Source: an optimization exercise on an open RTL-to-GDS flow (aim: small area, a short achievable clock period and few clock cycles per item). Production flows keep margins and buffers that such runs may drop.
The RTL was checked by simulation tests, not by an equivalence proof against the original design.
No activity file was given, so power comes from the tool's default toggle rates.

## flow/design.v

```verilog
module pe_mac8 (
    input clk,
    input rst,
    input clear,            
    input valid,            
    input signed [7:0] a_in,
    input signed [7:0] b_in,
    output reg signed [15:0] psum_out
);
    wire signed [15:0] product;
    assign product = a_in * b_in;
    always @(posedge clk) begin
        if (rst) begin
            psum_out <= 16'sd0;
        end
        else if (clear) begin
            psum_out <= 16'sd0;
        end
        else if (valid) begin
            psum_out <= psum_out + product;
        end
    end
endmodule
module matmul8x8_8bit_seq (
    input clk,
    input rst,
    input start,
    input signed [511:0] A,     
    input signed [511:0] B,     
    output reg signed [1023:0] C,   
    output reg done
);
    localparam N = 8;
    wire signed [7:0] A_mat [0:N-1][0:N-1];
    wire signed [7:0] B_mat [0:N-1][0:N-1];
    genvar i1, j1;
    generate
        for (i1 = 0; i1 < N; i1 = i1 + 1) begin : GEN_A
            for (j1 = 0; j1 < N; j1 = j1 + 1) begin : GEN_A2
                assign A_mat[i1][j1] = A[(i1*N + j1)*8 +: 8];
            end
        end
        for (i1 = 0; i1 < N; i1 = i1 + 1) begin : GEN_B
            for (j1 = 0; j1 < N; j1 = j1 + 1) begin : GEN_B2
                assign B_mat[i1][j1] = B[(i1*N + j1)*8 +: 8];
            end
        end
    endgenerate
    reg signed [15:0] C_mat [0:N-1][0:N-1];
    reg [2:0] i, j, k;
    reg mac_clear;
    reg mac_valid;
    reg signed [7:0] mac_a_in;
    reg signed [7:0] mac_b_in;
    wire signed [15:0] mac_psum;
    pe_mac8 u_mac (
        .clk(clk),
        .rst(rst),
        .clear(mac_clear),
        .valid(mac_valid),
        .a_in(mac_a_in),
        .b_in(mac_b_in),
        .psum_out(mac_psum)
    );
    localparam S_IDLE  = 3'd0;
    localparam S_CLEAR = 3'd1;
    localparam S_ACCUM = 3'd2;
    localparam S_STORE = 3'd3;
    localparam S_DONE  = 3'd4;
    reg [2:0] state, next_state;
    always @(posedge clk) begin
        if (rst) begin
            state <= S_IDLE;
            done <= 0;
            i <= 0;
            j <= 0;
            k <= 0;
        end else begin
            state <= next_state;
            case (state)
                S_IDLE: begin
                    done <= 0;
                    if (start) begin
                        i <= 0;
                        j <= 0;
                        k <= 0;
                    end
                end
                S_CLEAR: begin
                    k <= 0;
                end
                S_ACCUM: begin
                    if (k < N-1)
                        k <= k + 1;
                end
                S_STORE: begin
                    if (j < N-1)
                        j <= j + 1;
                    else begin
                        j <= 0;
                        if (i < N-1)
                            i <= i + 1;
                    end
                end
                S_DONE: begin
                    if (start) begin
                        done <= 0;
                        i <= 0;
                        j <= 0;
                        k <= 0;
                    end else begin
                        done <= 1;
                    end
                end
            endcase
        end
    end
    always @(*) begin
        next_state = state;
        mac_clear = 0;
        mac_valid = 0;
        mac_a_in = 0;
        mac_b_in = 0;
        case (state)
            S_IDLE: begin
                if (start)
                    next_state = S_CLEAR;
            end
            S_CLEAR: begin
                mac_clear = 1;
                next_state = S_ACCUM;
            end
            S_ACCUM: begin
                mac_valid = 1;
                mac_a_in = A_mat[i][k];
                mac_b_in = B_mat[k][j];
                if (k == N-1)
                    next_state = S_STORE;
            end
            S_STORE: begin
                if (i == N-1 && j == N-1)
                    next_state = S_DONE;
                else
                    next_state = S_CLEAR;
            end
            S_DONE: begin
                if (start)
                    next_state = S_CLEAR;
            end
        endcase
    end
    integer init_i, init_j;
    always @(posedge clk) begin
        if (rst) begin
            for (init_i = 0; init_i < N; init_i = init_i + 1)
                for (init_j = 0; init_j < N; init_j = init_j + 1)
                    C_mat[init_i][init_j] <= 16'sd0;
        end else if (state == S_STORE) begin
            C_mat[i][j] <= mac_psum;
        end
    end
    integer x, y;
    always @(*) begin
        for (x = 0; x < N; x = x + 1)
            for (y = 0; y < N; y = y + 1)
                C[(x*N + y)*16 +: 16] = C_mat[x][y];
    end
endmodule
```

## flow/run.sh

```bash
#!/bin/bash
# synth_recipe.tcl (not shown) runs the flow's synth.tcl, then flattens the netlist and writes it again
# the make line also repeats each setting of config.mk as NAME=value (left out here)
make -C /OpenROAD-flow-scripts/flow DESIGN_CONFIG=/design/flow/config.mk WORK_HOME=/design/flow/orfs CLKGATE_MAP_FILE= SYNTH_SCRIPT=/design/flow/synth_recipe.tcl finish
```

## flow/config.mk

```make
export PLATFORM = sky130hd
export DESIGN_NAME = matmul8x8_8bit_seq
export DESIGN_NICKNAME = matmul8x8_8bit_seq
export VERILOG_FILES = /design/flow/design.v
export SDC_FILE = /design/flow/constraint.sdc
export NUM_CORES = 4
export LEC_CHECK = 0
export CAP_MARGIN = 20
export CORE_AREA = 5 5 755 755
export DIE_AREA = 0 0 760 760
export SLEW_MARGIN = 20
```

## flow/constraint.sdc

```tcl
create_clock -name core_clock -period 10.0 [get_ports {clk}]
set_input_delay 2.0000 -clock core_clock [delete_from_list [all_inputs] [get_ports {clk}]]
set_output_delay 2.0000 -clock core_clock [all_outputs]
set_load 0.01 [all_outputs]
```

==> run notes <==
worst reg2reg max path, delay by kind of cell, from the launching register on:
kind	cells	cell delay (ps)
AOI/OAI and AO/OA	8	1740
xor gates and xnor gates	1	140
adders and majority gates	7	3200
buffers and inverters	3	510
DFF	1	610
and+or+nand+nor	5	2790
power by group through the flow:
stage / sequential [W] / combinational (W) / clock, W
after floorplan: 0.00519 / 0.000286 / 0
after global placement: 0.00514 / 0.00152 / 0
after detailed placement: 0.00514 / 0.00152 / 0
after CTS: 0.00505 / 0.00152 / 0.00442
after global routing: 0.00506 / 0.00156 / 0.00457
final: 0.00505 / 0.00152 / 0.00428
worst paths after layout:
path / start / endpoint / slack [ps] / depth (start not counted)
hold reg to reg: done$_SDFFE_PP0N_ / done$_SDFFE_PP0N_ / 500 / 2
setup reg to reg: j[1]$_SDFFE_PP0P_ / u_mac.psum_out[15]$_SDFFE_PP0P_ / 890 / 24
setup / recovery: j[1]$_SDFFE_PP0P_ / u_mac.psum_out[15]$_SDFFE_PP0P_ / 890 / 24
hold / removal: done$_SDFFE_PP0N_ / done$_SDFFE_PP0N_ / 500 / 2
registers in the layout, indices dropped and copies added (netlist names):
signal / count
state: 3
C_mat: 1024
j: 3
i: 3
k: 3
u_mac.psum_out: 16
done: 1
cell usage after synthesis (8+ instances only):
library cell  number  area, um^2
a2111oi_0         10        87.6
or3_1              8        50.1
o32ai_1            9        78.8
a221oi_1          20         175
buf_1             65         244
nand4_1           73         457
o211ai_1           8        60.1
buf_2             51         255
or4_1             23         173
nor3b_1           10        75.1
a21oi_1           58         290
nor4_1             8        50.1
nor2_1           177         664
nand2_1          124         465
fa_1              72        1440
o21ai_0           40         200
buf_6              9         101
nand2b_1          14        87.6
a32o_1            13         130
or2_2             73         457
and3_1            73         457
dfxtp_1           29         581
inv_1            106         398
a22o_1            27         236
a32oi_1          157        1380
nor2b_1           21         131
and3b_1           11        96.3
clkbuf_1         314        1180
ha_1              48         601
xnor2_1           18         158
nor3_1           430        2150
nand3_1          155         776
buf_4             14         105
a22oi_1          133         998
edfxtp_1        1024       30700
mux2_2            10         113
mux2i_1           36         360
o22ai_1            9        56.3
a31oi_1           39         244
and2_1           653        4090
or2_1             35         219
cells by family after synthesis:
group           after synthesis
compound gates              611
xor+xnor                     22
fa+ha+maj                   120
buf+inv                     562
flops                      1053
mux                          46
simple gates               1920
stage by stage:
stage | util, % | cell area (um^2)
after floorplan | - | 51900
after global placement | 14.7 | 82600
after detailed placement | 14.7 | 82600
after CTS | 15.4 | 86300
after global routing | 15.5 | 86700
final | 15.5 | 86900
cell usage in the layout (no fill, tap or decap), types with 32 or more instances in the layout:
master and count:
edfxtp_1 1024, nand4_1 73, clkbuf_16 119, or2_2 73
fa_1 72, a32oi_1 157, and2_1 649, nand3_1 152
and3_1 73, a21oi_1 58, a31oi_1 39, a22oi_1 133
nor3_1 423, clkinv_1 32, buf_4 262, diode_2 225
inv_1 100, clkdlybuf4s50_1 2049, or2_1 35, nand2_1 112
o21ai_0 40, nor2_1 145, mux2i_1 36, ha_1 41
area by class of cell:
type / instances / area, um^2
diodes: 225 / 563
clock buffers: 146 / 3080
clock inverters: 71 / 569
fillers: 62600 / 474000
inverters: 109 / 439
multi-input cells: 2719 / 18800
flip-flops and latches: 1053 / 31400
well taps: 7479 / 9360
repair buffers: 2323 / 22700
routing by layer:
layer / share of wire (%) / track usage [%]
met1: 39 / 19.9
met2: 45 / 26.8
met3: 9.5 / 5.52
met4: 6.0 / 8.10
met5: 0.17 / 0
==> results.json <==
{
  "drv_cap": 0,
  "worstPathRequired_ps": 10730,
  "fin_setup_tns_ps": 0,
  "critPathMaxFanout": 12,
  "finalWorstSetupSlack_ps": 888,
  "boundaryPins": 2052,
  "maxSlewHeadroom_pct": 9.92,
  "fmaxAchievable_ghz": 0.110,
  "coreArea_mm2": 0.561,
  "synth_xor_area_share_pct": 0.371,
  "p_clk_share_pct": 39.5,
  "rsz0062_at_grt": "no",
  "yosys_warnings": 2,
  "routed_wl_um": 505000,
  "gp_congestion": 0.986,
  "crit_slowest_cell": "and3b_1",
  "status": "timing/DRC/antenna clean",
  "cts_tree": "built",
  "tightest_slew_ps": 1350,
  "syn_inst": 4334,
  "synth_flop_cell": "edfxtp_1",
  "vias_per_cell": 3.59,
  "drive_gt1_share_pct": 10.4,
  "slowest_delay_ps": 800,
  "fin_crit_ps": 9110,
  "power.density_mw_per_mm2": 125,
  "antenna_found_initial": 316,
  "grt_pass1_wl_um": 616000,
  "placed_cells": 13700,
  "die_y_um": 760,
  "maxSlewViolCount": 0,
  "vias": 50700,
  "drtPass1Iterations": 6,
  "final_cell_count_no_fill": 14100,
  "postSynthAreaPerCell_um2": 12.0,
  "worstPathCellList": "inv_1 -> ha_1 -> and3b_1 -> and3_4 -> a2111oi_2 -> nand3_1 -> or4_4 -> o41ai_4 -> buf_4 -> nand2b_1 -> fa_1 -> fa_1 -> inv_1 -> fa_1 -> fa_1 -> fa_1 -> ha_1 -> o21a_1 -> a21oi_1 -> o21ai_0 -> a21oi_1 -> a21oi_1 -> xnor2_1 -> a21oi_1",
  "synth-edff-count": 1024,
  "start_util_pct": 9.25,
  "holdBufCountCts": 0,
  "synthArstFlopShare_pct": 0,
  "grt_usage_pct": 16.7,
  "grt-ovfl-total": 0,
  "pwr-share-comb_pct": 14.0,
  "crit_path_end_kind": "flop",
  "synthMuxAreaShare_pct": 0.911,
  "path_buf_inv": 3,
  "clk_pin_slew_ps": 70,
  "cts_resized": 0,
  "dieArea_mm2": 0.578,
  "critical-path-top-delay-family": "adder cells",
  "synth_nets": 5481,
  "yosysSeqAreaShare_pct": 60.4,
  "area_delta_synth_final_pct": 67.4,
  "period_share_pct": 91.1,
  "cts_max_level": 3,
  "switching_power_w": 0.00286,
  "cts_buffers": 119,
  "grt_max_degree": 60,
  "p_leak_nw": 28.6,
  "critPathLaunchType": "flop",
  "clkLatencyLatePin_ps": 900,
  "irDropWorstVdd_v": 0.000131,
  "drt-initial-drc-count": 6088,
  "intPower_w": 0.00798,
  "die_w_um": 760,
  "p_total_w": 0.0108,
  "synthAdderAreaFrac_pct": 3.93,
  "ant_nets": 0,
  "syn_area_mm2": 0.0519,
  "finalHoldViolations": 0,
  "synthSimpleGateAreaFrac_pct": 20.6,
  "hold_ws_ps": 498,
  "clockBufferDepth": 4,
  "synth_cell_types": 87,
  "worstSetupPathType": "flop to flop",
  "rows": 275,
  "nNetsFinal": 7472,
  "setup_viol": 0,
  "synth-seq-cells": 1053,
  "grt_pass1_vias": 49100,
  "cpMostUsedCell": "fa_1",
  "post-place-ws_ps": 304,
  "postCtsSetupRepairBufs": 0,
  "seqPwrFrac_pct": 46.5,
  "drc": 0,
  "wl_per_cell_um": 35.7,
  "hpwlAfterDp_um": 423000,
  "synth_top_family_by_area": "simple AND/OR/NAND/NOR gates",
  "cp.arrival_ps": 9850,
  "fin_worst_skew_ps": 99.3,
  "cts_root_buf": "clkbuf_16",
  "switching_share_pct": 26.4,
  "synth_compound_gate_area_share_pct": 9.43,
  "port_buffers": 2051,
  "cts_sinks": 1053,
  "hold_path.class": "flop to flop"
}
Testbench counts, summed over its fixed seeds: cycles 61,632, items 96.

## separate check: timing with driven ports
The results above use ideal ports. As a check the final layout listed here was re-extracted and re-timed, cells and wires unchanged. Step 1 (the two cells are an assumption about what drives the block):
set clk [get_ports {clk}]
set_driving_cell -lib_cell sky130_fd_sc_hd__clkbuf_16 $clk
set_driving_cell -lib_cell sky130_fd_sc_hd__buf_2 [delete_from_list [all_inputs] $clk]
Step 2, shift: input delay + t, output delay - t, t = (earliest + latest rising clock arrival at the registers) / 2. This alone moves slack from input paths to output paths. Three values: ideal, step 1, step 2; two values: the first two.
t (ns): 0.958
setup slack, ns: 0.888 / 0.888 / 0.341
worst hold slack (ns): 0.498 / 0.498 / 0.498
worst setup path after step 2: input to register
worst data-port slew with drivers (ns): 0.62
After both steps setup and hold are still met in this run. For this run, drivers alone change the setup slack by 0.000 ns; drivers and shift together by -0.547 ns.
